From an optimization exercise on the open Yosys and OpenROAD flow, aimed at small area, a short achievable clock period and few clock cycles; shortcuts taken in it are not production practice. The RTL was checked by simulation tests, not by an equivalence proof against the original design. No activity file was given, so power comes from the tool's default toggle rates.

==> design.v <==
module divider (
  input clk, rst_n,
  input start,
  input [31:0] div, dsr,
  output [31:0] q, r,
  output err,
  output done
);
  wire idle, align, iter, last, ge, skip;
  datapath dp (
    .clk(clk),
    .div(div), .dsr(dsr),
    .idle(idle), .align(align), .iter(iter),
    .q(q), .r(r), .err(err),
    .ge(ge), .last(last), .skip(skip)
  );
  controller ct (
    .clk(clk), .rst_n(rst_n), .start(start),
    .skip(skip), .last(last),
    .idle(idle), .align(align), .iter(iter), .done(done)
  );
endmodule
module controller (
  input      clk, rst_n,
  input      start,
  input      skip, last,
  output     idle,
  output reg align, iter, done
);
  assign idle = !(align || iter || done);
  always @( posedge clk )
    if( !rst_n ) begin
      align <= 1'b0;
      iter  <= 1'b0;
      done  <= 1'b0;
    end
    else begin
      align <= idle && start;
      iter  <= (align && !skip) || (iter && !last);
      done  <= (align && skip) || (iter && last);
    end
endmodule
module datapath (
  input             clk,
  input      [31:0] div, dsr,
  input             idle, align, iter,
  output reg [31:0] q, r,
  output reg        err,
  output            ge, last, skip
);
  reg [31:0] d;       
  reg  [4:0] k;       
  reg  [4:0] m;       
  reg  [1:0] kdl;     
  wire [4:0] msb_div, msb_dsr;
  msb32 mdiv ( .x(div), .y(msb_div) );
  msb32 mdsr ( .x(dsr), .y(msb_dsr) );
  wire dsr_zero = ( dsr == 32'd0 );
  wire [5:0] kd;
  sub5 ksub ( .a(k), .b(m), .y(kd) );
  assign skip = err || kd[5];
  wire [31:0] sh0, sh1, sh2, sh3, sh4;
  shl_stage #( .S(1),  .FILL(1'b1) ) st0 ( .x(d),   .s(kdl[0]), .y(sh0) );
  shl_stage #( .S(2),  .FILL(1'b0) ) st1 ( .x(sh0), .s(kdl[1]), .y(sh1) );
  shl_stage #( .S(4),  .FILL(1'b1) ) st2 ( .x(sh1), .s(kd[2]), .y(sh2) );
  shl_stage #( .S(8),  .FILL(1'b0) ) st3 ( .x(sh2), .s(kd[3]), .y(sh3) );
  shl_stage #( .S(16), .FILL(1'b1) ) st4 ( .x(sh3), .s(kd[4]), .y(sh4) );
  wire r_load = idle || ( align && err );
  wire [31:0] gl [0:5];    
  wire [31:0] pl [0:5];
  genvar lv, bi;
  generate
    for( bi = 0; bi < 32; bi = bi + 1 ) begin : pg
      ks_pg0e #( .CARRY_IN( bi == 0 ), .FORCE( bi == 31 ) ) c (
        .r(r[bi]), .d(d[bi]), .en(iter), .f(r_load), .gn(gl[0][bi]), .pn(pl[0][bi]) );
    end
    for( lv = 0; lv < 5; lv = lv + 1 ) begin : ks
      for( bi = 0; bi < 32; bi = bi + 1 ) begin : bt
        if( bi >= (1 << lv) && ( bi < (2 << lv) || lv == 4 ) ) begin : gonly
          if( lv % 2 == 1 ) begin : pn
            ks_pn_g c ( .gh(gl[lv][bi]), .ph(pl[lv][bi]), .gl(gl[lv][bi - (1 << lv)]),
                        .g(gl[lv+1][bi]) );
          end
          else begin : np
            ks_np_g c ( .gh(gl[lv][bi]), .ph(pl[lv][bi]), .gl(gl[lv][bi - (1 << lv)]),
                        .g(gl[lv+1][bi]) );
          end
          assign pl[lv+1][bi] = 1'b0;
        end
        else if( bi >= (1 << lv) ) begin : comb
          if( lv % 2 == 1 ) begin : pn
            ks_pn c ( .gh(gl[lv][bi]), .ph(pl[lv][bi]),
                      .gl(gl[lv][bi - (1 << lv)]), .pl(pl[lv][bi - (1 << lv)]),
                      .g(gl[lv+1][bi]), .p(pl[lv+1][bi]) );
          end
          else begin : np
            ks_np c ( .gh(gl[lv][bi]), .ph(pl[lv][bi]),
                      .gl(gl[lv][bi - (1 << lv)]), .pl(pl[lv][bi - (1 << lv)]),
                      .g(gl[lv+1][bi]), .p(pl[lv+1][bi]) );
          end
        end
        else begin : pass
          assign gl[lv+1][bi] = !gl[lv][bi];
          assign pl[lv+1][bi] = 1'b0;
        end
      end
    end
  endgenerate
  wire [32:0] cy = {gl[5], 1'b1};
  wire [31:1] diff_h;
  xor_late #( .W(31) ) dx ( .x(~( r[31:1] ^ d[31:1] )), .c(cy[31:1]), .y(diff_h) );
  wire [31:0] diff = {diff_h, r[0] ^ d[0]};
  assign ge = cy[32];
  assign last = ( k == m );
  wire [31:0] d_next;
  sel_late #( .W(32) ) dsel ( .s(align), .an(sh4), .b(idle ? dsr : {1'b0, d[31:1]}), .y(d_next) );
  always @( posedge clk )
    d <= d_next;
  always @( posedge clk ) begin
    if( ge )
      r <= idle ? div : ( iter ? diff : 32'd0 );
  end
  always @( posedge clk ) begin
    if( idle ) begin
      k   <= msb_div;
      kdl <= {msb_div[1] ^ msb_dsr[1] ^ ( !msb_div[0] && msb_dsr[0] ), msb_div[0] ^ msb_dsr[0]};
      m   <= msb_dsr;
      q   <= 32'd0;
      err <= dsr_zero;
    end
    else if( iter ) begin
      q <= {q[30:0], ge};
      k <= k - 5'd1;
    end
  end
endmodule
module ks_pn (
  input  gh, ph, gl, pl,
  output g, p
);
  assign g = !( gh || ( ph && gl ) );
  assign p = !( ph && pl );
endmodule
module ks_pn_g (
  input  gh, ph, gl,
  output g
);
  assign g = !( gh || ( ph && gl ) );
endmodule
module ks_np_g (
  input  gh, ph, gl,
  output g
);
  assign g = !( gh && ( ph || gl ) );
endmodule
module ks_np (
  input  gh, ph, gl, pl,
  output g, p
);
  assign g = !( gh && ( ph || gl ) );
  assign p = !( ph || pl );
endmodule
module ks_pg0e #( parameter CARRY_IN = 0, parameter FORCE = 0 ) (
  input  r, d, en, f,
  output gn, pn
);
  wire g = CARRY_IN ? ( r || !d ) : ( r && !d );
  assign gn = !( ( g && en ) || ( FORCE && f ) );
  assign pn = CARRY_IN ? 1'b1 : ( !r && d );
endmodule
module ks_pg0 #( parameter CARRY_IN = 0 ) (
  input  r, d,
  output gn, pn
);
  assign gn = CARRY_IN ? ( !r && d ) : !( r && !d );
  assign pn = CARRY_IN ? 1'b1 : ( !r && d );
endmodule
module sub5 (
  input  [4:0] a, b,
  output [5:0] y
);
  wire [4:0] gl [0:3];    
  wire [4:0] pl [0:3];
  genvar lv, bi;
  generate
    for( bi = 0; bi < 5; bi = bi + 1 ) begin : pg
      ks_pg0 #( .CARRY_IN( bi == 0 ) ) c ( .r(a[bi]), .d(b[bi]), .gn(gl[0][bi]), .pn(pl[0][bi]) );
    end
    for( lv = 0; lv < 3; lv = lv + 1 ) begin : ks
      for( bi = 0; bi < 5; bi = bi + 1 ) begin : bt
        if( bi >= (1 << lv) ) begin : comb
          if( lv % 2 == 1 ) begin : pn
            ks_pn c ( .gh(gl[lv][bi]), .ph(pl[lv][bi]),
                      .gl(gl[lv][bi - (1 << lv)]), .pl(pl[lv][bi - (1 << lv)]),
                      .g(gl[lv+1][bi]), .p(pl[lv+1][bi]) );
          end
          else begin : np
            ks_np c ( .gh(gl[lv][bi]), .ph(pl[lv][bi]),
                      .gl(gl[lv][bi - (1 << lv)]), .pl(pl[lv][bi - (1 << lv)]),
                      .g(gl[lv+1][bi]), .p(pl[lv+1][bi]) );
          end
        end
        else begin : pass
          assign gl[lv+1][bi] = !gl[lv][bi];
          assign pl[lv+1][bi] = 1'b0;
        end
      end
    end
  endgenerate
  wire [5:0] cy = {gl[3], 1'b1};
  wire [4:1] yl;
  xor_late #( .W(4) ) yx ( .x(~( a[4:1] ^ b[4:1] )), .c(cy[4:1]), .y(yl) );
  assign y = {!cy[5], yl, a[0] ^ b[0]};
endmodule
module shl_stage #( parameter S = 1, parameter FILL = 1'b1 ) (
  input  [31:0] x,
  input         s,
  output [31:0] y
);
  assign y = s ? {~x[31-S:0], {S{FILL}}} : ~x;
endmodule
module msb32 (
  input  [31:0] x,
  output [4:0]  y
);
  function [4:0] msb;
    input [31:0] x;
    reg   [31:0] t, oh;
    integer i, b;
    begin
      t = x;
      for( i = 1; i < 32; i = i * 2 )
        t = t | ( t >> i );
      oh = t & ~( t >> 1 );
      for( b = 0; b < 5; b = b + 1 ) begin
        msb[b] = 1'b0;
        for( i = 0; i < 32; i = i + 1 )
          if( i & ( 1 << b ) )
            msb[b] = msb[b] | oh[i];
      end
    end
  endfunction
  assign y = msb(x);
endmodule
module xor_late #( parameter W = 1 ) (
  input  [W-1:0] x, c,
  output [W-1:0] y
);
  assign y = x ^ c;
endmodule
module sel_late #( parameter W = 1 ) (
  input          s,
  input  [W-1:0] an, b,
  output [W-1:0] y
);
  assign y = s ? ~an : b;
endmodule
==> flow/run.sh <==
#!/bin/bash
# The standard layout, with the port buffers that ORFS inserts before global
# placement made as sky130_fd_sc_hd__buf_1 cells rather than the default
# delay buffers; timing repair still resizes them where a path needs it.
set -euo pipefail
bash standard.sh 'BUFFER_PORTS_ARGS=-buffer_cell sky130_fd_sc_hd__buf_1' finish > standard_flow.log 2>&1
==> standard.sh <==
#!/bin/bash
# synth_recipe.tcl (not shown) runs the flow's synth.tcl, then flattens the netlist and writes it again
# the make line also repeats each setting of config.mk as NAME=value (left out here)
make -C /OpenROAD-flow-scripts/flow DESIGN_CONFIG=/design/flow/config.mk WORK_HOME=/design/flow/orfs CLKGATE_MAP_FILE= SYNTH_SCRIPT=/design/flow/synth_recipe.tcl "${@:-finish}"
==> config.mk <==
export PLATFORM = sky130hd
export DESIGN_NAME = divider
export DESIGN_NICKNAME = divider
export VERILOG_FILES = /design/flow/design.v
export SDC_FILE = /design/flow/constraint.sdc
export NUM_CORES = 4
export LEC_CHECK = 0
export CAP_MARGIN = 20
export CORE_MARGIN = 2
export CORE_UTILIZATION = 60
export SETUP_SLACK_MARGIN = 1.75
export SLEW_MARGIN = 20
export SYNTH_HIERARCHICAL = 1
==> constraint.sdc <==
create_clock -name core_clock -period 4.0 [get_ports {clk}]
set_input_delay 0.8000 -clock core_clock [delete_from_list [all_inputs] [get_ports {clk}]]
set_output_delay 0.8000 -clock core_clock [all_outputs]
set_load 0.01 [all_outputs]
==> flow_metrics.tcl, run 1 <==
set metrics [dict create \
    status "complete, no violations" \
    grt_max_degree 76 \
    antenna_found_initial 4 \
    min_period_over_period 0.6107 \
    rsz0062_at_grt "yes" \
    ioPinCount 133 \
    r2r-end "dp.d[23]" \
    numCtsBuffers 9 \
    synthesis.area_sq_um 10130 \
    areaGrowthSynthToFinish_pct 19.04 \
    crit_required_ns 4.12 \
    num_vias 9185 \
    design.die.area_sq_um 17950 \
    max_slew.worst_pin.slew_ns 0.8964 \
    insertion_delay_ns 0.37 \
    hold_depth 2 \
    start_kind "input pin" \
    grt_pass1_wl_um 47650 \
    syn_area_per_cell_sq_um 9.129 \
    start_util 0.6132 \
    first_pass_iters 5 \
    clockBufferDepth 2 \
    irDropWorstVdd_mv 0.5232 \
    period_needed_ns 2.443 \
    fin_tns_setup_ns 0 \
    powerDensity_nw_per_um2 713.1 \
    critPathKind "in2reg" \
    synth_warnings 10 \
    rows 47 \
    min_to "dp.q[29]" \
    hold_path_class "reg2reg" \
    core_area_sq_um 16520 \
    track_usage 0.3471 \
    fin_skew_ns 0.01786 \
    io_buffer_count 132 \
    netlist_instances 1110 \
    cts_tree "built" \
    holdWs_ns 0.5230 \
    place_hpwl_um 23600 \
    overflow 0 \
    wirelength_um 32710 \
    fmax_mhz 409.4 \
    maxSlewViolCount 0 \
    drive_gt1_frac 0.3069 \
    cts_hold_buf 0 \
    hold_viol 0 \
    fin_nets 1338 \
    htreeDepth 3 \
    hp-start "dp.q[29]" \
    drt_iter0_markers 906 \
    synth_nets 1179 \
    rr_worst_depth 10 \
    clk_pin_slew_ns 0.08 \
    cts_sinks 112 \
    wl_per_cell_um 21.88 \
    cp_max_fo 5 \
    ant_nets 0 \
    critPathArrivalTime_ns 2.56 \
    die_w_um 134.0 \
    clockRootBuffer "clkbuf_16" \
    worstReg2RegStart "dp.k[0]" \
    first_global_vias 8370 \
    vias_per_cell 6.144 \
    p_leak_nw 4.680 \
    die_h_um 134.0 \
    cap_violations 0 \
    relSlewSlack 0.4011 \
    drc 0 \
    worst-r2r-setup-slack_ns 1.65 \
    cp-end-kind "register" \
    setup_viol 0 \
    gp_congestion 0.9948 \
    fillers 1289 \
]
-- cells in the final DEF, fill, tap and decap left out, types with 13 or more instances in the layout --
| cell | n |
|---|---|
| o21ai_0 | 15 |
| xnor2_1 | 39 |
| dfxtp_2 | 19 |
| xor2_1 | 35 |
| a21oi_2 | 54 |
| edfxtp_1 | 45 |
| mux2_2 | 32 |
| buf_4 | 46 |
| nand2b_1 | 28 |
| a22o_1 | 32 |
| o21ai_2 | 66 |
| nor2b_1 | 18 |
| nor2b_2 | 18 |
| nand3b_1 | 34 |
| o21ai_1 | 13 |
| nor2_1 | 105 |
| nor2_2 | 16 |
| mux2i_1 | 177 |
| dfxtp_1 | 46 |
| clkbuf_16 | 13 |
| buf_1 | 94 |
| nand2_1 | 57 |
| inv_1 | 70 |
| buf_2 | 17 |
-- per-layer routing --
metal,vias to the layer above,part of all wire,GRT usage
met5,-,0.0012,0
met4,6,0.033,0.1241
met1,4323,0.45,0.5046
met2,466,0.43,0.5197
li1,4309,-,-
met3,81,0.086,0.05745
-- critical path, cell delays in order --
cell,delay (ns)
buf_2,0.14
nor2_1,0.38
and4bb_2,0.37
and4_2,0.24
o31ai_2,0.06
nand4_1,0.20
ha_4,0.17
xnor2_2,0.10
xnor2_1,0.09
-- state kept, by name, indices dropped and copies added, names as in the netlist --
name      count
ct.align      1
dp.err        1
dp.q         32
ct.done       1
ct.iter       1
dp.kdl        2
dp.m          5
dp.r         32
dp.d         32
dp.k          5
-- worst max path at each step --
stage	from	to	slack [ns]	cells after the start
after CTS	div[4]	dp.kdl[1]	1.62	10
after floorplan	div[31]	dp.kdl[1]	1.40	10
after global routing	dsr[31]	dp.kdl[1]	1.50	9
final	dsr[14]	dp.kdl[1]	1.56	9
after global placement	div[30]	dp.kdl[1]	0.94	10
after detailed placement	div[30]	dp.kdl[1]	0.92	10
-- where the power goes --
part,leakage [nW],switching [mW],internal (mW)
Sequential,1.01,0.604,1.56
Clock,0.151,0.484,0.476
Combinational,3.52,3.09,2.39
-- timing repair --
action                                  4_1_cts  5_1_grt
resized for setup                            86      112
pin swaps                                    18       22
hold endpoints to repair                      0        0
cloned                                        0        3
buffers inserted                             23       25
endpoints found under the setup margin      138       78
-- metrics by stage --
step,instance area [sq um],util,cells,power (mW),setup slack (ns)
final,12060,0.7300,1495,8.602,1.557
after floorplan,10200,-,1110,5.561,1.400
after CTS,11390,0.6893,1466,7.672,1.625
after detailed placement,10610,0.6419,1427,6.527,0.9209
after global routing,12060,0.7298,1494,9.010,1.502
after global placement,10610,0.6419,1427,6.476,0.9429
-- cell type report --
type,instances,area (sq um),area share
Timing Repair Buffer,193,1261,0.1046
Clock buffer,10,250.2,0.02074
Clock inverter,6,57.56,0.004771
Multi-Input combinational cell,880,7218,0.5984
Sequential cell,112,2724,0.2258
Antenna cell,1,2.502,0.0002074
Tap cell,220,275.3,0.02282
Inverter,73,274.0,0.02272
Testbench counts, summed over its fixed seeds: cycles 12,149.
==> inputs of run 2 (changes only) <==
--- a/design.v
+++ b/design.v
@@ -26,8 +26,7 @@
   input      skip, last,
-  output     idle,
-  output reg align, iter, done
-);
-  assign idle = !(align || iter || done);
+  output reg idle, align, iter, done
+);
   always @( posedge clk )
     if( !rst_n ) begin
+      idle  <= 1'b1;
       align <= 1'b0;
@@ -37,2 +36,3 @@
     else begin
+      idle  <= (idle && !start) || done;
       align <= idle && start;
--- a/config.mk
+++ b/config.mk
@@ -10,3 +10,3 @@
 export CORE_UTILIZATION = 60
-export SETUP_SLACK_MARGIN = 1.75
+export SETUP_SLACK_MARGIN = 1.3
 export SLEW_MARGIN = 20
==> run 2 against run 1 <==
Still clean on timing, DRC and antenna. Final cell count is 2.0% lower. Power is 38% lower. Final area is 6.8% lower. First-iteration DRC count is 11% lower.
==> flow_metrics.tcl, run 2 <==
set metrics [dict create \
    status "complete, no violations" \
    core_area_sq_um 16580 \
    irDropWorstVdd_mv 0.4020 \
    ant_nets 0 \
    die_h_um 134.1 \
    areaGrowthSynthToFinish_pct 10.63 \
    cp_max_fo 6 \
    clk_pin_slew_ns 0.06 \
    crit_required_ns 4.17 \
    layout_commonest_cell "mux2i_1" \
    first_global_vias 8329 \
    synthesis.area_sq_um 10160 \
    clockRootBuffer "clkbuf_16" \
    netlist_instances 1112 \
    relSlewSlack 0.3770 \
    fin_tns_setup_ns 0 \
    path_delay_family "simple AND/OR/NAND/NOR gates" \
    fin_skew_ns 0.009964 \
    die_w_um 134.1 \
    min_period_over_period 0.6671 \
    numCtsBuffers 17 \
    wl_per_cell_um 20.85 \
    clockBufferDepth 2 \
    insertion_delay_ns 0.42 \
    overflow 0 \
    powerDensity_nw_per_um2 473.1 \
    cts_tree "built" \
    worstReg2RegStart "dp.k[2]" \
    io_buffer_count 132 \
    cpPeakStageDelay_ns 0.48 \
    critPathArrivalTime_ns 2.84 \
    crit_buf_inv 2 \
    ioPinCount 133 \
    hold_viol 0 \
    antenna_found_initial 2 \
    vias_per_cell 6.055 \
    top_regs "dp.d x32, dp.q x32, dp.r x32" \
    placed_cell_area_sq_um 10610 \
    cts_hold_buf 0 \
    finish.instance_area_sq_um 11240 \
    start_util 0.6127 \
    dp_cells 1430 \
    max_slew.worst_pin.slew_ns 0.9346 \
    cts_sinks 113 \
    path_cells "buf_1, nor4_4, and4_2, nand3_2, o221a_1, nand4_1, inv_1, ha_1, xnor2_1, xnor2_1" \
    synth_warnings 10 \
    drive_gt1_frac 0.1834 \
    setup_viol 0 \
    place_hpwl_um 23630 \
    final_cell_mix "mux2i_1, buf_1, nor2_1" \
    fin_nets 1299 \
    fin_cells 1465 \
    fmax_mhz 374.8 \
    cap_violations 0 \
    critical_path.slowest_cell "nor4_4" \
    maxSlewViolCount 0 \
    wirelength_um 30550 \
    htreeDepth 4 \
    crit_path_start "div[24]" \
    rows 47 \
    drt_iter0_markers 807 \
    track_usage 0.3406 \
    drc 0 \
    hp-start "ct.done" \
    synth_nets 1181 \
    grt_max_degree 84 \
    gp_congestion 0.9921 \
    syn_area_per_cell_sq_um 9.138 \
    critPathKind "in2reg" \
    p_leak_nw 4.347 \
    rsz0062_at_grt "yes" \
    cp-end-kind "register" \
    hold_path_class "reg2reg" \
    grt_pass1_wl_um 46800 \
    first_pass_iters 6 \
    period_needed_ns 2.668 \
    design.die.area_sq_um 17990 \
    cpMostUsedCell "xnor2_1" \
    start_kind "input pin" \
    num_vias 8870 \
]
run 2: path summary, 6_finish.rpt:
path / end / slack (ns) / cells after the start
min: ct.idle / 0.45 / 1
min reg2reg: ct.idle / 0.45 / 1
max: dp.kdl[1] / 1.33 / 10
max reg2reg: dp.d[24] / 1.45 / 7
run 2: repair_timing:
action	4_1_cts	5_1_grt
gates cloned	0	0
buffers inserted	0	1
pin swaps	0	1
endpoints found under the hold margin	0	0
resized for setup	3	4
setup endpoints to repair	34	47
run 2: metal layers:
metal / up-vias / wire length [um] / global-route usage
met4: 0 / 1025 / 0.1415
met3: 69 / 2709 / 0.07937
met1: 4169 / 13750 / 0.4774
li1: 4238 / - / -
met5: - / 0 / 0
met2: 394 / 13070 / 0.5054
run 2: power breakdown:
part | total [mW] | internal, mW | switching (mW)
logic | 2.14 | 0.862 | 1.28
clock network | 1.52 | 0.886 | 0.633
registers | 1.66 | 1.35 | 0.304
run 2: cell type report:
| cell class | instances | area (sq um) |
|---|---|---|
| clock inverters | 13 | 108.9 |
| clock buffers | 19 | 475.5 |
| repair buffers | 144 | 589.3 |
| diodes | 2 | 5.005 |
| inverters | 73 | 274.0 |
| well taps | 220 | 275.3 |
| fillers | 1410 | 5343 |
| flip-flops and latches | 113 | 2721 |
| multi-input cells | 881 | 6792 |
run 2: stage by stage:
| step | setup slack (ns) | power, mW | util | hold slack (ns) |
|---|---|---|---|---|
| global route | 1.237 | 5.558 | 0.6775 | 0.4919 |
| detailed placement | 0.7842 | 3.747 | 0.6397 | 0.4324 |
| CTS | 1.301 | 5.286 | 0.6759 | 0.4524 |
| global placement | 0.8186 | 3.728 | 0.6397 | 0.4341 |
| finish | 1.332 | 5.318 | 0.6778 | 0.4517 |
| floorplan | 1.342 | 3.258 | - | 0.4865 |
Testbench counts of run 2, summed over its fixed seeds: cycles 12,149.
==> inputs of run 3 (changes only) <==
--- a/design.v
+++ b/design.v
@@ -26,7 +26,8 @@
   input      skip, last,
-  output reg idle, align, iter, done
-);
+  output     idle,
+  output reg align, iter, done
+);
+  assign idle = !(align || iter || done);
   always @( posedge clk )
     if( !rst_n ) begin
-      idle  <= 1'b1;
       align <= 1'b0;
@@ -36,3 +37,2 @@
     else begin
-      idle  <= (idle && !start) || done;
       align <= idle && start;
@@ -53,3 +53,3 @@
   reg  [4:0] m;       
-  reg  [1:0] kdl;     
+  reg        kdl;     
   wire [4:0] msb_div, msb_dsr;
@@ -62,4 +62,4 @@
   wire [31:0] sh0, sh1, sh2, sh3, sh4;
-  shl_stage #( .S(1),  .FILL(1'b1) ) st0 ( .x(d),   .s(kdl[0]), .y(sh0) );
-  shl_stage #( .S(2),  .FILL(1'b0) ) st1 ( .x(sh0), .s(kdl[1]), .y(sh1) );
+  shl_stage #( .S(1),  .FILL(1'b1) ) st0 ( .x(d),   .s(kdl), .y(sh0) );
+  shl_stage #( .S(2),  .FILL(1'b0) ) st1 ( .x(sh0), .s(kd[1]), .y(sh1) );
   shl_stage #( .S(4),  .FILL(1'b1) ) st2 ( .x(sh1), .s(kd[2]), .y(sh2) );
@@ -125,3 +125,3 @@
       k   <= msb_div;
-      kdl <= {msb_div[1] ^ msb_dsr[1] ^ ( !msb_div[0] && msb_dsr[0] ), msb_div[0] ^ msb_dsr[0]};
+      kdl <= msb_div[0] ^ msb_dsr[0];
       m   <= msb_dsr;
--- a/config.mk
+++ b/config.mk
@@ -10,3 +10,3 @@
 export CORE_UTILIZATION = 60
-export SETUP_SLACK_MARGIN = 1.3
+export SETUP_SLACK_MARGIN = 1.6
 export SLEW_MARGIN = 20
==> run 3 against run 2 <==
Wire length rose by 2.9%. Worst setup slack improved by 0.067 ns. Final cell count rose by 1.0%. Clock skew rose by 0.0096 ns. Sequential share of layout area fell by 1.1 points. Register-to-register slack got worse by 0.05 ns. Die area fell by 0.74%. Combinational power rose to 2.6 times the previous value. Global-route usage rose by 0.49 points. Clock power fell by 39%. First-iteration DRC count rose by 13%.
==> flow_metrics.tcl, run 3 <==
set metrics [dict create \
    numCtsBuffers 9 \
    dp_worst_setup_slack_ns 1.176 \
    place_hpwl_um 23290 \
    grt_max_degree 66 \
    fin_tns_setup_ns 0 \
    antenna_found_initial 0 \
    drc 0 \
    worst-r2r-setup-slack_ns 1.40 \
    rr_worst_depth 10 \
    hold_viol 0 \
    drt_iter0_markers 913 \
    holdWs_ns 0.5134 \
    min_period_over_period 0.6503 \
    first_pass_iters 5 \
    crit_cells 10 \
    synth_warnings 10 \
    multiInputGateArea_sq_um 7037 \
    syn_area_per_cell_sq_um 9.109 \
    antenna_cells 0 \
    start_util 0.6102 \
    die_h_um 133.6 \
    path_delay_family "multiplexers" \
    insertion_delay_ns 0.37 \
    fin_nets 1323 \
    maxSlewViolCount 0 \
    status "complete, no violations" \
    netSwitchingPower_mw 4.162 \
    areaGrowthSynthToFinish_pct 14.54 \
    final_cell_mix "mux2i_1, buf_1, nor2_1" \
    p_leak_nw 4.433 \
    fillers 1390 \
    fin_skew_ns 0.01959 \
    hold_path_class "reg2reg" \
    cts_tree "built" \
    die_w_um 133.6 \
    rows 47 \
    p_int_mw 4.338 \
    cpMostUsedCell "mux2i_1" \
    cts_sinks 111 \
    finish.instance_area_sq_um 11550 \
    crit_required_ns 4.29 \
    ant_nets 0 \
    path_cells "nor2b_4, clkinvlp_4, buf_12, xor2_4, clkbuf_16, mux2i_2, mux2i_1, mux2i_1, mux2i_1, mux2i_1" \
    wirelength_um 31420 \
    drive_gt1_frac 0.2183 \
    num_vias 9027 \
    grt_pass1_wl_um 47530 \
    period_needed_ns 2.601 \
    clockRootBuffer "clkbuf_16" \
    track_usage 0.3455 \
    first_global_vias 8366 \
    irDropWorstVdd_mv 0.4075 \
    start_kind "register" \
    r2r-end "dp.d[28]" \
    rsz0062_at_grt "yes" \
    critical_path.slowest_cell "edfxtp_1" \
    wl_per_cell_um 21.23 \
    p_comb_frac 0.646 \
    worstSetupEndpoint "dp.d[28]" \
    relSlewSlack 0.4019 \
    critPathArrivalTime_ns 2.89 \
    ioPinCount 133 \
    io_buffer_count 132 \
    clk_pin_slew_ns 0.08 \
    crit_path_start "dp.k[0]" \
    seq_power_share 0.244 \
    vias_per_cell 6.099 \
    clkPwrFrac 0.109 \
    critPathKind "reg2reg" \
    cpPeakStageDelay_ns 0.49 \
    cap_violations 0 \
    dp_cells 1428 \
    layout_commonest_cell "mux2i_1" \
    setup_viol 0 \
    cp_max_fo 5 \
    core_area_sq_um 16520 \
    placed_cell_area_sq_um 10590 \
    max_slew.worst_pin.slew_ns 0.8952 \
    worstReg2RegStart "dp.k[0]" \
    synth_nets 1175 \
    clockBufferDepth 2 \
    synthesis.area_sq_um 10080 \
    crit_buf_inv 3 \
    post-route-util 0.6989 \
    powerDensity_nw_per_um2 736.0 \
    total_power_mw 8.500 \
    ff_latch_area_sq_um 2671 \
    cts_hold_buf 0 \
    fin_cells 1480 \
    cp-end-kind "register" \
    fmax_mhz 384.4 \
    p_sw_frac 0.4897 \
    design.die.area_sq_um 17860 \
    overflow 0 \
    htreeDepth 3 \
    netlist_instances 1107 \
    timing.final.ws_setup_ns 1.399 \
    gp_congestion 0.9665 \
    top_regs "dp.d x32, dp.q x32, dp.r x32" \
]
[run 3: area by class of cell]
type,count,area share
clock buffer,9,0.01950
sequential,111,0.2313
clock inverter,7,0.006500
inverter,70,0.02329
multi-input combinational,884,0.6093
timing repair buffer,179,0.08634
tap,220,0.02383
[run 3: repair_timing]
item	CTS	global route
setup buffers	11	21
resized for setup	17	30
endpoints found under the hold margin	0	0
pin swaps	4	4
gates cloned	3	1
setup endpoints to repair	103	76
[run 3: how the worst min path moves through the flow]
stage / depth (start not counted) / end / start / slack [ns]
2_1_floorplan: 2 / ct.iter / ct.align / 0.50
3_3_place_gp: 2 / dp.q[31] / dp.q[31] / 0.48
3_5_place_dp: 2 / dp.q[31] / dp.q[31] / 0.49
4_1_cts: 2 / dp.q[31] / dp.q[31] / 0.52
5_1_grt: 2 / dp.q[31] / dp.q[31] / 0.54
6_report: 2 / dp.q[31] / dp.q[31] / 0.51
[run 3: worst reg2reg max path: stages (launching register included)]
cell and delay [ns]:
edfxtp_1 0.49, nor2b_4 0.24, clkinvlp_4 0.22, buf_12 0.19
xor2_4 0.22, clkbuf_16 0.19, mux2i_2 0.25, mux2i_1 0.16
mux2i_1 0.29, mux2i_1 0.13, mux2i_1 0.15
[run 3: per-layer routing]
metal	wire, um	vias to the layer above	GRT usage
met5	0	-	0
met4	792	0	0.1082
met3	2787	49	0.06088
met2	13820	487	0.5255
met1	14030	4214	0.4992
li1	-	4277	-
[run 3: power by group through the flow]
stage / Clock (mW) / Combinational, mW / Sequential, mW
floorplan: 0 / 3.80 / 1.89
finish: 0.929 / 5.49 / 2.08
CTS: 0.950 / 4.93 / 2.08
global route: 0.986 / 5.84 / 2.11
detailed placement: 0 / 4.59 / 2.10
global placement: 0 / 4.56 / 2.10
Testbench counts of run 3, summed over its fixed seeds: cycles 12,149.
==> inputs of run 4 (changes only) <==
--- a/config.mk
+++ b/config.mk
@@ -10,3 +10,3 @@
 export CORE_UTILIZATION = 60
-export SETUP_SLACK_MARGIN = 1.6
+export SETUP_SLACK_MARGIN = 2.0
 export SLEW_MARGIN = 20
==> run 4 against run 3 <==
Area after synthesis unchanged. Register-to-register slack improved by 0.22 ns. Sequential cell count is the same. Power is 24% higher. Synthesized cell count did not move. Maximum frequency rose by 9.1%. Final area grew 19%. Global-route usage rose by 3.4 points. Via count rose by 12%. Core utilization rose by 13 points. Still clean on timing, DRC and antenna. Combinational power rose by 37%.
==> flow_metrics.tcl, run 4 <==
set metrics [dict create \
    status "complete, no violations" \
    cp-end-kind "register" \
    gp_congestion 0.9710 \
    cts_sinks 111 \
    start_util 0.6102 \
    clk_pin_slew_ns 0.08 \
    ant_nets 0 \
    fin_tns_setup_ns 0 \
    dp_worst_setup_slack_ns 1.082 \
    critPathArrivalTime_ns 2.67 \
    numCtsBuffers 9 \
    crit_required_ns 4.29 \
    layout_commonest_cell "mux2i_1" \
    ioPinCount 133 \
    netSwitchingPower_mw 5.108 \
    first_pass_iters 7 \
    design.die.area_sq_um 17860 \
    dp_cells 1429 \
    irDropWorstVdd_mv 0.4288 \
    clockRootBuffer "clkbuf_16" \
    fmax_mhz 419.4 \
    p_int_mw 5.469 \
    grt_max_degree 58 \
    clockBufferDepth 2 \
    start_kind "register" \
    overflow 0 \
    vias_per_cell 6.455 \
    timing.final.ws_setup_ns 1.616 \
    antenna_found_initial 0 \
    cts_tree "built" \
    drt_iter0_markers 1304 \
    max_slew.worst_pin.slew_ns 0.7278 \
    fin_nets 1406 \
    synthesis.area_sq_um 10080 \
    rsz0062_at_grt "yes" \
    final_cell_mix "mux2i_1, buf_1, buf_4" \
    powerDensity_nw_per_um2 768.1 \
    num_vias 10089 \
    post-route-util 0.8333 \
    clkPwrFrac 0.094 \
    worstReg2RegStart "dp.m[1]" \
    first_global_vias 9082 \
    fin_cells 1563 \
    hold_viol 0 \
    drive_gt1_frac 0.4289 \
    io_buffer_count 132 \
    htreeDepth 3 \
    wl_per_cell_um 23.87 \
    track_usage 0.3794 \
    cp_max_fo 5 \
    fin_skew_ns 0.01776 \
    areaGrowthSynthToFinish_pct 36.56 \
    place_hpwl_um 22890 \
    period_needed_ns 2.384 \
    p_leak_nw 5.276 \
    maxSlewViolCount 0 \
    seq_power_share 0.196 \
    cap_violations 0 \
    synth_nets 1175 \
    drc 0 \
    grt_pass1_wl_um 51770 \
    critPathKind "reg2reg" \
    die_w_um 133.6 \
    antenna_cells 0 \
    crit_path_start "dp.m[1]" \
    p_comb_frac 0.710 \
    hp-start "dp.q[31]" \
    core_area_sq_um 16520 \
    hold_path_class "reg2reg" \
    total_power_mw 10.58 \
    netlist_instances 1107 \
    synth_warnings 10 \
    die_h_um 133.6 \
    wirelength_um 37310 \
    p_sw_frac 0.4829 \
    relSlewSlack 0.5138 \
    syn_area_per_cell_sq_um 9.109 \
    insertion_delay_ns 0.38 \
    min_period_over_period 0.5961 \
    rows 47 \
    cts_hold_buf 0 \
    setup_viol 0 \
    top_regs "dp.d x32, dp.q x32, dp.r x32" \
]
-- run 4: layout make-up --
type | count | area [sq um]
Tap cell | 220 | 275.3
Multi-Input combinational cell | 884 | 8039
Fill cell | 924 | 2755
Sequential cell | 111 | 2700
Timing Repair Buffer | 262 | 2167
Inverter | 70 | 262.8
Clock inverter | 6 | 75.07
Clock buffer | 10 | 250.2
-- run 4: path summary, 6_finish.rpt --
check	endpoint	slack (ns)	cells past startpoint
setup / recovery	dp.d[24]	1.62	10
hold reg to reg	dp.q[31]	0.51	2
setup reg to reg	dp.d[24]	1.62	10
hold / removal	dp.q[31]	0.51	2
-- run 4: metal layers --
metal / global-route usage / vias up / wire (um)
li1: - / 4444 / -
met1: 0.4982 / 4806 / 14370
met2: 0.6011 / 692 / 17060
met3: 0.1020 / 147 / 4176
met4: 0.1407 / 0 / 1708
met5: 0 / - / 0
-- run 4: per-stage QoR --
step           area, sq um  hold WS [ns]
6_report             13770        0.5131
5_1_grt              13770        0.5556
4_1_cts              12830        0.5179
3_5_place_dp         10630        0.4931
3_3_place_gp         10630        0.4793
2_1_floorplan        10170        0.5207
-- run 4: critical path, cell delays in order, from the launching register on --
cell      delay (ns)
edfxtp_1        0.52
xnor2_4         0.26
xor2_4          0.19
buf_12          0.16
buf_8           0.14
buf_16          0.14
mux2i_2         0.26
mux2i_1         0.12
mux2i_1         0.23
mux2i_2         0.13
mux2i_1         0.16
-- run 4: what timing repair did --
item | CTS | global route
resized for setup | 277 | 147
pin swaps | 53 | 57
cloned | 11 | 2
endpoints found under the setup margin | 104 | 106
buffers inserted | 68 | 37
-- run 4: power by group through the flow --
stage	sequential, mW	combinational [mW]	clock [mW]
after CTS	2.01	6.33	0.994
after detailed placement	2.06	4.62	0
final	2.07	7.51	0.997
after floorplan	1.90	3.82	0
after global routing	2.10	7.78	1.03
after global placement	2.05	4.59	0
==> inputs of run 5 (changes only) <==
--- a/design.v
+++ b/design.v
@@ -53,3 +53,4 @@
   reg  [4:0] m;       
-  reg        kdl;     
+  reg  [1:0] kdl;     
+  reg        kdb;     
   wire [4:0] msb_div, msb_dsr;
@@ -62,4 +63,4 @@
   wire [31:0] sh0, sh1, sh2, sh3, sh4;
-  shl_stage #( .S(1),  .FILL(1'b1) ) st0 ( .x(d),   .s(kdl), .y(sh0) );
-  shl_stage #( .S(2),  .FILL(1'b0) ) st1 ( .x(sh0), .s(kd[1]), .y(sh1) );
+  shl_stage #( .S(1),  .FILL(1'b1) ) st0 ( .x(d),   .s(kdl[0]), .y(sh0) );
+  shl_stage #( .S(2),  .FILL(1'b0) ) st1 ( .x(sh0), .s(kdl[1] ^ kdb), .y(sh1) );
   shl_stage #( .S(4),  .FILL(1'b1) ) st2 ( .x(sh1), .s(kd[2]), .y(sh2) );
@@ -125,3 +126,4 @@
       k   <= msb_div;
-      kdl <= msb_div[0] ^ msb_dsr[0];
+      kdl <= {msb_div[1] ^ msb_dsr[1], msb_div[0] ^ msb_dsr[0]};
+      kdb <= !msb_div[0] && msb_dsr[0];
       m   <= msb_dsr;
--- a/config.mk
+++ b/config.mk
@@ -10,3 +10,3 @@
 export CORE_UTILIZATION = 60
-export SETUP_SLACK_MARGIN = 2.0
+export SETUP_SLACK_MARGIN = 1.6
 export SLEW_MARGIN = 20
==> run 5 against run 4 <==
Wire length is 15% lower. Sequential cell count increased by 2. Clock skew is 0.0081 ns lower. Global-route usage fell by 2.4 points. Maximum frequency is 0.35% lower. Critical path type unchanged. Critical endpoint is now dp.r[30]. Highest routed layer is now met5.
==> flow_metrics.tcl, run 5 <==
set metrics [dict create \
    antenna_found_initial 2 \
    period_needed_ns 2.393 \
    ant_nets 0 \
    cts_sinks 113 \
    timing.final.ws_setup_ns 1.607 \
    min_period_over_period 0.5982 \
    place_hpwl_um 23760 \
    hold_viol 0 \
    overflow 0 \
    cp-end-kind "register" \
    rsz0062_at_grt "yes" \
    core_area_sq_um 16580 \
    track_usage 0.3551 \
    clockRootBuffer "clkbuf_16" \
    clkPwrFrac 0.190 \
    fin_tns_setup_ns 0 \
    layout_commonest_cell "mux2i_1" \
    clockBufferDepth 2 \
    io_buffer_count 132 \
    setup_viol 0 \
    maxSlewViolCount 0 \
    hold_path_class "reg2reg" \
    netlist_instances 1111 \
    htreeDepth 4 \
    finish.instance_area_sq_um 11600 \
    crit_required_ns 4.17 \
    areaGrowthSynthToFinish_pct 14.20 \
    gp_congestion 0.9883 \
    p_int_mw 4.502 \
    rows 47 \
    synthesis.area_sq_um 10160 \
    first_pass_iters 5 \
    design.die.area_sq_um 17990 \
    cts_hold_buf 0 \
    total_power_mw 8.507 \
    die_h_um 134.1 \
    die_w_um 134.1 \
    clk_pin_slew_ns 0.06 \
    drc 0 \
    netSwitchingPower_mw 4.005 \
    start_kind "register" \
    num_vias 9029 \
    grt_pass1_wl_um 48200 \
    drive_gt1_frac 0.2129 \
    ioPinCount 133 \
    holdWs_ns 0.5210 \
    start_util 0.6125 \
    relSlewSlack 0.3893 \
    fin_nets 1315 \
    critPathKind "reg2reg" \
    fin_skew_ns 0.009668 \
    vias_per_cell 6.101 \
    syn_area_per_cell_sq_um 9.142 \
    final_cell_mix "mux2i_1, buf_1, nor2_1" \
    drt_iter0_markers 834 \
    p_sw_frac 0.4708 \
    insertion_delay_ns 0.42 \
    status "complete, no violations" \
    wl_per_cell_um 21.34 \
    powerDensity_nw_per_um2 733.4 \
    dp_worst_setup_slack_ns 1.164 \
    cp_max_fo 19 \
    cts_tree "built" \
    synth_warnings 10 \
    numCtsBuffers 17 \
    seq_power_share 0.248 \
    synth_nets 1180 \
    top_regs "dp.d x32, dp.q x32, dp.r x32" \
    fmax_mhz 418.0 \
    grt_max_degree 71 \
    p_leak_nw 4.500 \
    placed_cell_area_sq_um 10660 \
    max_slew.worst_pin.slew_ns 0.9141 \
    p_comb_frac 0.561 \
    critPathArrivalTime_ns 2.57 \
    cap_violations 0 \
    first_global_vias 8518 \
    irDropWorstVdd_mv 0.4149 \
    wirelength_um 31590 \
]
run 5: stage by stage:
stage,std cells,utilization
floorplan,1111,-
global placement,1429,0.6425
detailed placement,1429,0.6425
CTS,1473,0.6898
global route,1479,0.6993
finish,1480,0.6995
run 5: what timing repair did:
item                                    in CTS  in global routing
pin swaps                                    3                  6
gates resized for setup                      6                 31
cloned                                       1                  0
endpoints found under the setup margin      74                 64
buffers inserted                            11                  6
run 5: worst max-delay path: stages, from the launching register on:
cell     delay [ns]
dfxtp_4        0.52
o21ai_2        0.17
o21ai_4        0.27
inv_1          0.12
o21ai_2        0.32
a21oi_2        0.11
o21ai_1        0.31
xor2_1         0.11
a22o_1         0.21
run 5: path summary, 6_finish.rpt:
| check | from | end | slack (ns) | cells past startpoint |
|---|---|---|---|---|
| max | ct.iter | dp.r[30] | 1.61 | 8 |
| min | dp.q[25] | dp.q[26] | 0.52 | 2 |
| max reg2reg | ct.iter | dp.r[30] | 1.61 | 8 |
| min reg2reg | dp.q[25] | dp.q[26] | 0.52 | 2 |
run 5: routing by layer:
metal | part of all wire | GRT usage | routed length (um) | up-vias
met3 | 0.094 | 0.1043 | 2972 | 68
met1 | 0.44 | 0.4881 | 13920 | 4252
met4 | 0.030 | 0.1222 | 963 | 2
li1 | - | - | - | 4270
met5 | 0.00032 | 0 | 10 | -
met2 | 0.43 | 0.5350 | 13730 | 437
run 5: final cells by class:
class                   instances  area (sq um)
inverters                      72         272.8
multi-input cells             882          6933
fillers                      1427          4984
well taps                     220         275.3
clock inverters                12         141.4
clock buffers                  20         478.0
diodes                          1         2.502
flip-flops and latches        113          2728
repair buffers                160         769.5
run 5: power groups by stage:
stage | registers, mW | clock network [mW] | logic, mW
final | 2.11 | 1.62 | 4.78
after global routing | 2.14 | 1.69 | 5.11
after CTS | 2.10 | 1.64 | 4.58
after detailed placement | 2.13 | 0 | 4.36
after global placement | 2.12 | 0 | 4.34
after floorplan | 1.92 | 0 | 3.60
Testbench counts of run 5, summed over its fixed seeds: cycles 12,149.
==> inputs of run 6 (changes only) <==
--- a/config.mk
+++ b/config.mk
@@ -10,3 +10,3 @@
 export CORE_UTILIZATION = 60
-export SETUP_SLACK_MARGIN = 1.6
+export SETUP_SLACK_MARGIN = 1.5
 export SLEW_MARGIN = 20
==> run 6 against run 5 <==
Final cell count up 0.41%. Largest cell class unchanged. Maximum frequency shrank 1.6%. Largest power group unchanged. Hold slack lost 0.028 ns. Clock-buffer cell count fell by 1. Clock power is 4% lower. Worst setup slack lost 0.040 ns. Still clean on timing, DRC and antenna. Non-clock buffer count increased by 3. Critical path type is now in2reg. First-iteration DRC count grew 10%.
==> flow_metrics.tcl, run 6 <==
set metrics [dict create \
    fillers 1394 \
    numCtsBuffers 17 \
    relSlewSlack 0.4137 \
    htreeDepth 4 \
    wirelength_um 31820 \
    hold_depth 2 \
    start_kind "input pin" \
    hp-start "dp.q[31]" \
    drc 0 \
    cts_tree "built" \
    worstReg2RegStart "dp.k[2]" \
    clk_pin_slew_ns 0.06 \
    drt_iter0_markers 918 \
    fin_cells 1486 \
    grt_max_degree 63 \
    synthesis.area_sq_um 10160 \
    insertion_delay_ns 0.43 \
    status "complete, no violations" \
    setup_viol 0 \
    grt_pass1_wl_um 47640 \
    r2r-end "dp.d[25]" \
    overflow 0 \
    start_util 0.6125 \
    p_sw_frac 0.4718 \
    first_global_vias 8409 \
    hold_viol 0 \
    fin_nets 1320 \
    holdWs_ns 0.4930 \
    fmax_mhz 411.1 \
    period_needed_ns 2.432 \
    rr_worst_depth 9 \
    first_pass_iters 6 \
    cap_violations 0 \
    die_h_um 134.1 \
    finish.instance_area_sq_um 11640 \
    areaGrowthSynthToFinish_pct 14.61 \
    cts_hold_buf 0 \
    max_slew.worst_pin.slew_ns 0.8776 \
    ioPinCount 133 \
    track_usage 0.3504 \
    seq_power_share 0.248 \
    rsz0062_at_grt "no" \
    dp_worst_setup_slack_ns 1.045 \
    design.die.area_sq_um 17990 \
    p_comb_frac 0.571 \
    io_buffer_count 132 \
    post-route-util 0.7020 \
    dp_cells 1432 \
    p_leak_nw 4.508 \
    num_vias 8979 \
    core_area_sq_um 16580 \
    clockRootBuffer "clkbuf_16" \
    min_period_over_period 0.6081 \
    synth_warnings 10 \
    die_w_um 134.1 \
    maxSlewViolCount 0 \
    top_regs "dp.d x32, dp.q x32, dp.r x32" \
    crit_required_ns 4.19 \
    hold_path_class "reg2reg" \
    critPathArrivalTime_ns 2.62 \
    cp-end-kind "register" \
    synth_nets 1180 \
    wl_per_cell_um 21.41 \
    clkPwrFrac 0.181 \
    powerDensity_nw_per_um2 735.8 \
    total_power_mw 8.565 \
    ant_nets 0 \
    rows 47 \
    irDropWorstVdd_mv 0.4076 \
    worst-r2r-setup-slack_ns 1.59 \
    syn_area_per_cell_sq_um 9.142 \
    critPathKind "in2reg" \
    p_int_mw 4.524 \
    netSwitchingPower_mw 4.041 \
    fin_tns_setup_ns 0 \
    cp_max_fo 6 \
    gp_congestion 0.9739 \
    drive_gt1_frac 0.2002 \
    layout_commonest_cell "mux2i_1" \
    cts_sinks 113 \
    min_to "dp.q[31]" \
    place_hpwl_um 23510 \
    placed_cell_area_sq_um 10670 \
    fin_skew_ns 0.01088 \
    antenna_found_initial 2 \
    netlist_instances 1111 \
    final_cell_mix "mux2i_1, buf_1, nor2_1" \
    timing.final.ws_setup_ns 1.568 \
    clockBufferDepth 2 \
    vias_per_cell 6.042 \
]
-- run 6: layout make-up --
cell class / instances / area [sq um] / area share
clock inverters: 13 / 133.9 / 0.01150
multi-input cells: 884 / 6923 / 0.5947
well taps: 220 / 275.3 / 0.02365
flip-flops and latches: 113 / 2728 / 0.2343
clock buffers: 19 / 454.2 / 0.03902
diodes: 2 / 5.005 / 0.0004299
repair buffers: 163 / 852.1 / 0.07319
inverters: 72 / 270.3 / 0.02322
-- run 6: power by group through the flow --
stage | registers [mW] | logic (mW) | clock network [mW]
2_1_floorplan | 1.92 | 3.60 | 0
3_3_place_gp | 2.13 | 4.34 | 0
3_5_place_dp | 2.14 | 4.37 | 0
4_1_cts | 2.12 | 4.57 | 1.56
5_1_grt | 2.14 | 5.23 | 1.61
6_report | 2.12 | 4.89 | 1.55
-- run 6: how the worst max path moves through the flow --
stage / cells after the start / end / startpoint
CTS: 6 / dp.d[25] / dp.k[2]
global placement: 9 / dp.kdl[0] / div[24]
finish: 9 / dp.kdl[0] / div[24]
global route: 8 / dp.kdl[0] / dsr[24]
detailed placement: 9 / dp.kdl[0] / div[24]
floorplan: 9 / dp.kdl[0] / div[24]
-- run 6: layer usage --
layer  vias to the layer above  share of wire  GRT usage
li1                       4284              -          -
met1                      4218           0.45     0.4899
met2                       418           0.43     0.5319
met3                        59          0.088    0.08239
met4                         0          0.028     0.1240
met5                         -              0          0
-- run 6: worst max-delay path, stage by stage --
cell	delay [ns]
buf_1	0.13
nor4_4	0.47
and4_2	0.39
nand3_2	0.10
o221a_1	0.24
nand4_1	0.12
inv_1	0.05
ha_1	0.27
inv_1	0.03
-- run 6: what timing repair did --
| action | 4_1_cts | 5_1_grt |
|---|---|---|
| gates cloned | 3 | 0 |
| setup buffers | 6 | 11 |
| gates resized for setup | 5 | 9 |
| pin swaps | 4 | 5 |
| setup endpoints to repair | 61 | 29 |
==> inputs of run 7 (changes only) <==
--- a/config.mk
+++ b/config.mk
@@ -9,4 +9,4 @@
 export CORE_MARGIN = 2
-export CORE_UTILIZATION = 60
-export SETUP_SLACK_MARGIN = 1.5
+export CORE_UTILIZATION = 70
+export SETUP_SLACK_MARGIN = 1.6
 export SLEW_MARGIN = 20
==> run 7 against run 6 <==
Sequential share of layout area grew 0.27 points. Largest power group unchanged. First-iteration DRC count up 41%. Power fell by 0.85%. Sequential cell count did not move. Via count is 4.7% higher. Still clean on timing, DRC and antenna. Global-route usage is 6.1 points higher. Critical path depth down 1. Final cell count down 2.8%. Clock skew up 0.0031 ns.
==> flow_metrics.tcl, run 7 <==
set metrics [dict create \
    synth_nets 1180 \
    layout_commonest_cell "mux2i_1" \
    overflow 0 \
    hold_viol 0 \
    vias_per_cell 6.513 \
    clockRootBuffer "clkbuf_16" \
    fin_skew_ns 0.01403 \
    antenna_cells 0 \
    grt_pass1_wl_um 49710 \
    drc 0 \
    dp_worst_setup_slack_ns 1.093 \
    grt_max_degree 61 \
    period_needed_ns 2.398 \
    antenna_found_initial 1 \
    crit_buf_inv 1 \
    relSlewSlack 0.3158 \
    ant_nets 0 \
    ioPinCount 133 \
    hold_path_class "reg2reg" \
    p_int_mw 4.356 \
    critical_path.slowest_cell "nor4_4" \
    irDropWorstVdd_mv 0.4376 \
    setup_viol 0 \
    path_delay_family "simple AND/OR/NAND/NOR gates" \
    max_slew.worst_pin.slew_ns 1.022 \
    cts_hold_buf 0 \
    synthesis.area_sq_um 10160 \
    place_hpwl_um 23580 \
    areaGrowthSynthToFinish_pct 13.51 \
    powerDensity_nw_per_um2 736.6 \
    cpMostUsedCell "nand4_1" \
    numCtsBuffers 17 \
    rsz0062_at_grt "yes" \
    total_power_mw 8.492 \
    netSwitchingPower_mw 4.137 \
    placed_cell_area_sq_um 10600 \
    clockBufferDepth 2 \
    path_cells "clkbuf_2, nor4_4, nand4_1, nor4_1, nor3_1, nand4_1, nand2_1, o21ai_0" \
    drive_gt1_frac 0.2103 \
    finish.instance_area_sq_um 11530 \
    final_cell_mix "mux2i_1, buf_1, nor2_1" \
    drt_iter0_markers 1297 \
    min_period_over_period 0.5995 \
    p_comb_frac 0.566 \
    htreeDepth 4 \
    post-route-util 0.8024 \
    gp_congestion 1.056 \
    cap_violations 0 \
    fin_tns_setup_ns 0 \
    maxSlewViolCount 0 \
    insertion_delay_ns 0.44 \
    cts_tree "built" \
    timing.final.ws_setup_ns 1.602 \
    core_area_sq_um 14370 \
    synth_warnings 10 \
    wirelength_um 32540 \
    start_util 0.7069 \
    design.die.area_sq_um 15490 \
    status "complete, no violations" \
    cp_max_fo 5 \
    p_sw_frac 0.4871 \
    num_vias 9405 \
    first_pass_iters 6 \
    die_w_um 124.5 \
    holdWs_ns 0.5012 \
    netlist_instances 1111 \
    dp_cells 1392 \
    track_usage 0.4118 \
    cp-end-kind "register" \
    critPathArrivalTime_ns 2.67 \
    cpPeakStageDelay_ns 0.49 \
    fmax_mhz 417.0 \
    cts_sinks 113 \
    crit_required_ns 4.27 \
    fin_cells 1444 \
    top_regs "dp.d x32, dp.q x32, dp.r x32" \
    seq_power_share 0.255 \
    first_global_vias 8910 \
    io_buffer_count 132 \
    syn_area_per_cell_sq_um 9.142 \
    rows 44 \
    p_leak_nw 4.495 \
    start_kind "input pin" \
    die_h_um 124.5 \
    critPathKind "in2reg" \
    fin_nets 1316 \
    wl_per_cell_um 22.53 \
    clkPwrFrac 0.179 \
    clk_pin_slew_ns 0.06 \
]
run 7: path summary, 6_finish.rpt:
kind / start / endpoint / slack, ns / cells after the start
setup / recovery: div[27] / dp.k[1] / 1.60 / 8
hold / removal: dp.q[31] / dp.q[31] / 0.50 / 2
setup reg to reg: ct.iter / dp.r[31] / 1.62 / 3
hold reg to reg: dp.q[31] / dp.q[31] / 0.50 / 2
run 7: power by group through the flow:
stage	clock network [mW]	logic, mW	registers (mW)
finish	1.52	4.81	2.17
global route	1.59	5.11	2.17
CTS	1.53	4.54	2.13
detailed placement	0	4.31	2.16
global placement	0	4.24	2.15
floorplan	0	3.60	1.92
run 7: metal layers:
| metal | vias up | share of wire | global-route usage |
|---|---|---|---|
| met5 | - | 0.00040 | 0 |
| met4 | 2 | 0.045 | 0.1785 |
| li1 | 4270 | - | - |
| met3 | 122 | 0.11 | 0.1108 |
| met1 | 4367 | 0.41 | 0.5585 |
| met2 | 644 | 0.43 | 0.6188 |
run 7: repair_timing:
| action | in CTS | in global routing |
|---|---|---|
| endpoints found under the setup margin | 81 | 71 |
| buffers inserted | 12 | 6 |
| gates cloned | 1 | 1 |
| gates resized for setup | 6 | 27 |
| pin swaps | 4 | 6 |
run 7: worst register-to-register path, cell delays in order (launching register included):
cell and delay [ns]:
dfxtp_4 0.51, buf_4 0.54, nor2b_2 0.95, a22o_1 0.25
run 7: cell type report:
cell class / count / area (sq um)
clock inverter: 14 / 130.1
tap: 184 / 230.2
multi-input combinational: 883 / 6919
fill: 997 / 2839
clock buffer: 18 / 450.4
sequential: 113 / 2733
inverter: 72 / 270.3
timing repair buffer: 160 / 797.0
==> inputs of run 8 (changes only) <==
--- a/config.mk
+++ b/config.mk
@@ -10,2 +10,3 @@
 export CORE_UTILIZATION = 70
+export GPL_ROUTABILITY_DRIVEN = 0
 export SETUP_SLACK_MARGIN = 1.6
==> run 8 against run 7 <==
Clock skew down 0.0044 ns. Worst setup slack worse by 0.032 ns. Highest routed layer is now met4. Largest cell class unchanged. Hold slack better by 0.0070 ns. Wire length about the same. Clock power up 3%. First-iteration DRC count down 18%.
==> flow_metrics.tcl, run 8 <==
set metrics [dict create \
    grt_max_degree 64 \
    grt_pass1_wl_um 48150 \
    fillers 948 \
    fin_nets 1330 \
    ff_latch_area_sq_um 2728 \
    num_vias 9516 \
    dp_cells 1392 \
    path_cells "buf_1, nor4_4, nand4_1, nor3_2, a21oi_1, nand4_1, inv_1, ha_1, inv_1" \
    track_usage 0.4000 \
    placed_cell_area_sq_um 10600 \
    insertion_delay_ns 0.43 \
    synth_warnings 10 \
    start_kind "input pin" \
    maxSlewViolCount 0 \
    ant_nets 0 \
    fin_cells 1458 \
    rr_worst_depth 8 \
    cts_tree "built" \
    crit_buf_inv 3 \
    die_h_um 124.5 \
    seq_power_share 0.244 \
    finish.instance_area_sq_um 11780 \
    multiInputGateArea_sq_um 7022 \
    clockBufferDepth 2 \
    hold_depth 2 \
    r2r-end "dp.d[19]" \
    rows 44 \
    hold_viol 0 \
    place_hpwl_um 23020 \
    p_sw_frac 0.4712 \
    worst-r2r-setup-slack_ns 1.61 \
    synth_nets 1180 \
    wirelength_um 32510 \
    irDropWorstVdd_mv 0.4921 \
    clockRootBuffer "clkbuf_16" \
    first_pass_iters 8 \
    status "complete, no violations" \
    antenna_found_initial 0 \
    start_util 0.7069 \
    htreeDepth 4 \
    critPathArrivalTime_ns 2.62 \
    core_area_sq_um 14370 \
    min_period_over_period 0.6076 \
    max_slew.worst_pin.slew_ns 0.7898 \
    path_delay_family "simple AND/OR/NAND/NOR gates" \
    cp_max_fo 6 \
    hp-start "dp.q[31]" \
    ioPinCount 133 \
    netSwitchingPower_mw 4.141 \
    fmax_mhz 411.5 \
    post-route-util 0.8201 \
    areaGrowthSynthToFinish_pct 16.01 \
    vias_per_cell 6.527 \
    drc 0 \
    clk_pin_slew_ns 0.06 \
    rsz0062_at_grt "yes" \
    antenna_cells 0 \
    cts_sinks 113 \
    p_leak_nw 4.593 \
    io_buffer_count 132 \
    design.die.area_sq_um 15490 \
    min_to "dp.q[31]" \
    first_global_vias 8627 \
    final_cell_mix "mux2i_1, buf_1, nor2_1" \
    overflow 0 \
    numCtsBuffers 17 \
    hold_path_class "reg2reg" \
    cts_hold_buf 0 \
    fin_skew_ns 0.009646 \
    worstReg2RegStart "dp.kdb" \
    syn_area_per_cell_sq_um 9.142 \
    drt_iter0_markers 1065 \
    layout_commonest_cell "mux2i_1" \
    setup_viol 0 \
    powerDensity_nw_per_um2 745.7 \
    cpPeakStageDelay_ns 0.50 \
    top_regs "dp.d x32, dp.q x32, dp.r x32" \
    critPathKind "in2reg" \
    p_comb_frac 0.578 \
    p_int_mw 4.647 \
    netlist_instances 1111 \
    relSlewSlack 0.4711 \
    total_power_mw 8.788 \
    period_needed_ns 2.430 \
    critical_path.slowest_cell "nor4_4" \
    clkPwrFrac 0.178 \
    crit_required_ns 4.19 \
    drive_gt1_frac 0.2151 \
    fin_tns_setup_ns 0 \
    wl_per_cell_um 22.30 \
    cp-end-kind "register" \
    synthesis.area_sq_um 10160 \
    die_w_um 124.5 \
    cap_violations 0 \
]
==> run 8: worst max-delay path by stage <==
stage	start	endpoint	slack, ns	cells after the start
after global placement	div[30]	dp.kdl[0]	1.17	9
after detailed placement	div[30]	dp.kdl[0]	1.16	9
after CTS	dp.kdl[1]	dp.d[29]	1.58	7
after global routing	div[31]	dp.kdl[0]	1.48	9
final	div[31]	dp.kdl[0]	1.57	9
after floorplan	div[31]	dp.kdl[0]	1.55	9
==> run 8: per-stage QoR <==
stage          hold slack (ns)  setup slack (ns)
3_3_place_gp            0.4747             1.168
5_1_grt                 0.5398             1.476
6_report                0.5082             1.570
2_1_floorplan           0.5207             1.547
4_1_cts                 0.5093             1.575
3_5_place_dp            0.4972             1.158
==> run 8: final cells by class <==
class,count,area share
Clock buffer,23,0.04417
Sequential cell,113,0.2315
Tap cell,184,0.01954
Multi-Input combinational cell,885,0.5959
Timing Repair Buffer,172,0.07825
Inverter,72,0.02293
Clock inverter,9,0.007751
==> run 8: timing repair <==
action                                  in CTS  in global routing
hold endpoints to repair                     0                  0
gates cloned                                 3                  1
endpoints found under the setup margin      73                 30
resized for setup                           13                 22
pin swaps                                    4                  6
buffers inserted                            11                 19
==> run 8: worst register-to-register path, delay by kind of cell, from the launching register on <==
| kind | cells | cell delay (ns) |
|---|---|---|
| xor+xnor | 1 | 0.25 |
| simple gates | 2 | 0.50 |
| buf+inv | 2 | 0.28 |
| mux | 3 | 0.73 |
| flops | 1 | 0.56 |
==> run 8: per-layer routing <==
layer,wire length [um],part of all wire,vias to the layer above,global-route usage
met2,13900,0.43,629,0.5863
met3,3755,0.12,138,0.1027
met4,1540,0.047,0,0.1844
met5,0,0,-,0
met1,13320,0.41,4448,0.5543
li1,-,-,4301,-
==> run 8: power groups by stage <==
| stage | clock network, mW | registers, mW | logic [mW] |
|---|---|---|---|
| 6_report | 1.56 | 2.15 | 5.08 |
| 3_3_place_gp | 0 | 2.14 | 4.25 |
| 2_1_floorplan | 0 | 1.92 | 3.60 |
| 5_1_grt | 1.62 | 2.16 | 5.35 |
| 3_5_place_dp | 0 | 2.15 | 4.31 |
| 4_1_cts | 1.56 | 2.12 | 4.63 |
==> inputs of run 9 (changes only) <==
--- a/config.mk
+++ b/config.mk
@@ -9,3 +9,3 @@
 export CORE_MARGIN = 2
-export CORE_UTILIZATION = 70
+export CORE_UTILIZATION = 60
 export GPL_ROUTABILITY_DRIVEN = 0
==> run 9 against run 8 <==
Critical endpoint unchanged. Power decreased by 2.8%. Hold slack got worse by 0.013 ns. Clock-buffer cell count decreased by 2.
==> flow_metrics.tcl, run 9 <==
set metrics [dict create \
    grt_max_degree 60 \
    synth_nets 1180 \
    cts_tree "built" \
    start_kind "input pin" \
    vias_per_cell 6.039 \
    synth_warnings 10 \
    top_regs "dp.d x32, dp.q x32, dp.r x32" \
    io_buffer_count 132 \
    areaGrowthSynthToFinish_pct 14.23 \
    overflow 0 \
    first_pass_iters 5 \
    place_hpwl_um 23480 \
    fin_nets 1314 \
    worstReg2RegStart "dp.m[0]" \
    fin_tns_setup_ns 0 \
    antenna_cells 0 \
    holdWs_ns 0.4948 \
    fmax_mhz 426.9 \
    ant_nets 0 \
    antenna_found_initial 0 \
    maxSlewViolCount 0 \
    ioPinCount 133 \
    numCtsBuffers 17 \
    period_needed_ns 2.342 \
    cp_max_fo 5 \
    layout_commonest_cell "mux2i_1" \
    crit_required_ns 4.18 \
    design.die.area_sq_um 17990 \
    cp-end-kind "register" \
    p_leak_nw 4.463 \
    fin_skew_ns 0.01656 \
    timing.final.ws_setup_ns 1.658 \
    drive_gt1_frac 0.2114 \
    irDropWorstVdd_mv 0.6106 \
    synthesis.area_sq_um 10160 \
    dp_cells 1429 \
    core_area_sq_um 16580 \
    syn_area_per_cell_sq_um 9.142 \
    netlist_instances 1111 \
    hp-start "dp.q[31]" \
    die_h_um 134.1 \
    critPathKind "in2reg" \
    cts_sinks 113 \
    start_util 0.6125 \
    fin_cells 1478 \
    rows 47 \
    wirelength_um 31210 \
    cap_violations 0 \
    hold_path_class "reg2reg" \
    insertion_delay_ns 0.43 \
    rr_worst_depth 9 \
    setup_viol 0 \
    worst-r2r-setup-slack_ns 1.66 \
    status "complete, no violations" \
    hold_viol 0 \
    cts_hold_buf 0 \
    wl_per_cell_um 21.12 \
    relSlewSlack 0.3995 \
    drc 0 \
    powerDensity_nw_per_um2 736.3 \
    grt_pass1_wl_um 47630 \
    min_to "dp.q[31]" \
    max_slew.worst_pin.slew_ns 0.8989 \
    num_vias 8925 \
    hold_depth 2 \
    r2r-end "dp.d[29]" \
    first_global_vias 8279 \
    clk_pin_slew_ns 0.06 \
    clockRootBuffer "clkbuf_16" \
    critPathArrivalTime_ns 2.52 \
    min_period_over_period 0.5856 \
    dp_worst_setup_slack_ns 1.172 \
    clockBufferDepth 2 \
    drt_iter0_markers 908 \
    rsz0062_at_grt "yes" \
    final_cell_mix "mux2i_1, buf_1, nor2_1" \
    track_usage 0.3480 \
    die_w_um 134.1 \
    post-route-util 0.6996 \
    htreeDepth 4 \
]
run 9: layout make-up:
type                            instances  area [sq um]
Fill cell                            1406          4981
Sequential cell                       113          2729
Clock inverter                         11         126.4
Timing Repair Buffer                  159         778.2
Tap cell                              220         275.3
Inverter                               72         270.3
Multi-Input combinational cell        882          6952
Clock buffer                           21         471.7
run 9: what timing repair did:
item / CTS / global route
gates cloned: 1 / 1
setup endpoints to repair: 64 / 65
setup buffers: 6 / 9
pin swaps: 2 / 8
gates resized for setup: 8 / 29
run 9: critical path, cell delays in order:
cell	delay (ns)
clkbuf_2	0.14
nor4_4	0.45
and4_4	0.32
nand3_2	0.08
o221a_1	0.24
nand4_1	0.12
inv_1	0.06
ha_1	0.27
inv_1	0.04
run 9: where the power goes:
group          internal, mW  switching, mW
clock                 0.972          0.580
combinational          2.02           2.86
sequential             1.55          0.566
total                  4.53           4.01
run 9: worst max-delay path by stage:
stage                  from         to  depth (start not counted)
CTS                 dp.m[0]   dp.d[24]                          8
detailed placement  div[30]  dp.kdl[0]                          9
global route        dp.k[2]   dp.d[26]                          8
floorplan           div[31]  dp.kdl[0]                          9
global placement    div[30]  dp.kdl[0]                          9
finish              div[27]  dp.kdl[0]                          9
run 9: through the flow:
step,total power [mW],area (sq um)
after floorplan,5.519,10200
after global placement,6.463,10660
after detailed placement,6.508,10660
after CTS,8.217,11380
after global routing,9.006,11600
final,8.543,11600
run 9: layer usage:
metal / track usage / part of all wire
met1: 0.4969 / 0.45
met4: 0.1427 / 0.036
met5: 0 / 0
met2: 0.5123 / 0.43
met3: 0.07407 / 0.090

[re-timing with driven ports]
The results above use ideal ports. As a check the final layouts listed here were re-extracted and re-timed, cells and wires unchanged. Step 1 (the two cells are an assumption about what drives the block):
set clk [get_ports {clk}]
set_driving_cell -lib_cell sky130_fd_sc_hd__clkbuf_16 $clk
set_driving_cell -lib_cell sky130_fd_sc_hd__buf_2 [delete_from_list [all_inputs] $clk]
Step 2 also shifts input and output timing later by t, the mid clock arrival at the registers, as if the neighbouring blocks saw the same clock. Slacks: ideal / step 1 / step 2; pairs: ideal / step 1.
run | t, ns | setup slack, ns | slew at the worst register clock pin (ns) | cell pins on the clock port's net
run 1 | 0.407 | 1.557 / 1.585 / 1.178 | 0.09 / 0.09 | 1
run 2 | 0.466 | 1.332 / 1.357 / 0.891 | 0.07 / 0.07 | 1
run 3 | 0.404 | 1.399 / 1.399 / 1.314 | 0.09 / 0.09 | 1
run 4 | 0.414 | 1.616 / 1.616 / 1.408 | 0.10 / 0.10 | 1
run 5 | 0.466 | 1.607 / 1.607 / 1.226 | 0.06 / 0.06 | 1
run 6 | 0.470 | 1.568 / 1.589 / 1.122 | 0.06 / 0.06 | 1
run 7 | 0.476 | 1.602 / 1.617 / 1.152 | 0.07 / 0.07 | 1
run 8 | 0.467 | 1.570 / 1.584 / 1.117 | 0.06 / 0.06 | 1
run 9 | 0.467 | 1.658 / 1.661 / 1.208 | 0.06 / 0.06 | 1
After both steps setup and hold are still met in every run listed. For run 8, which loses most, drivers alone change the setup slack by +0.014 ns; drivers and shift together by -0.453 ns.
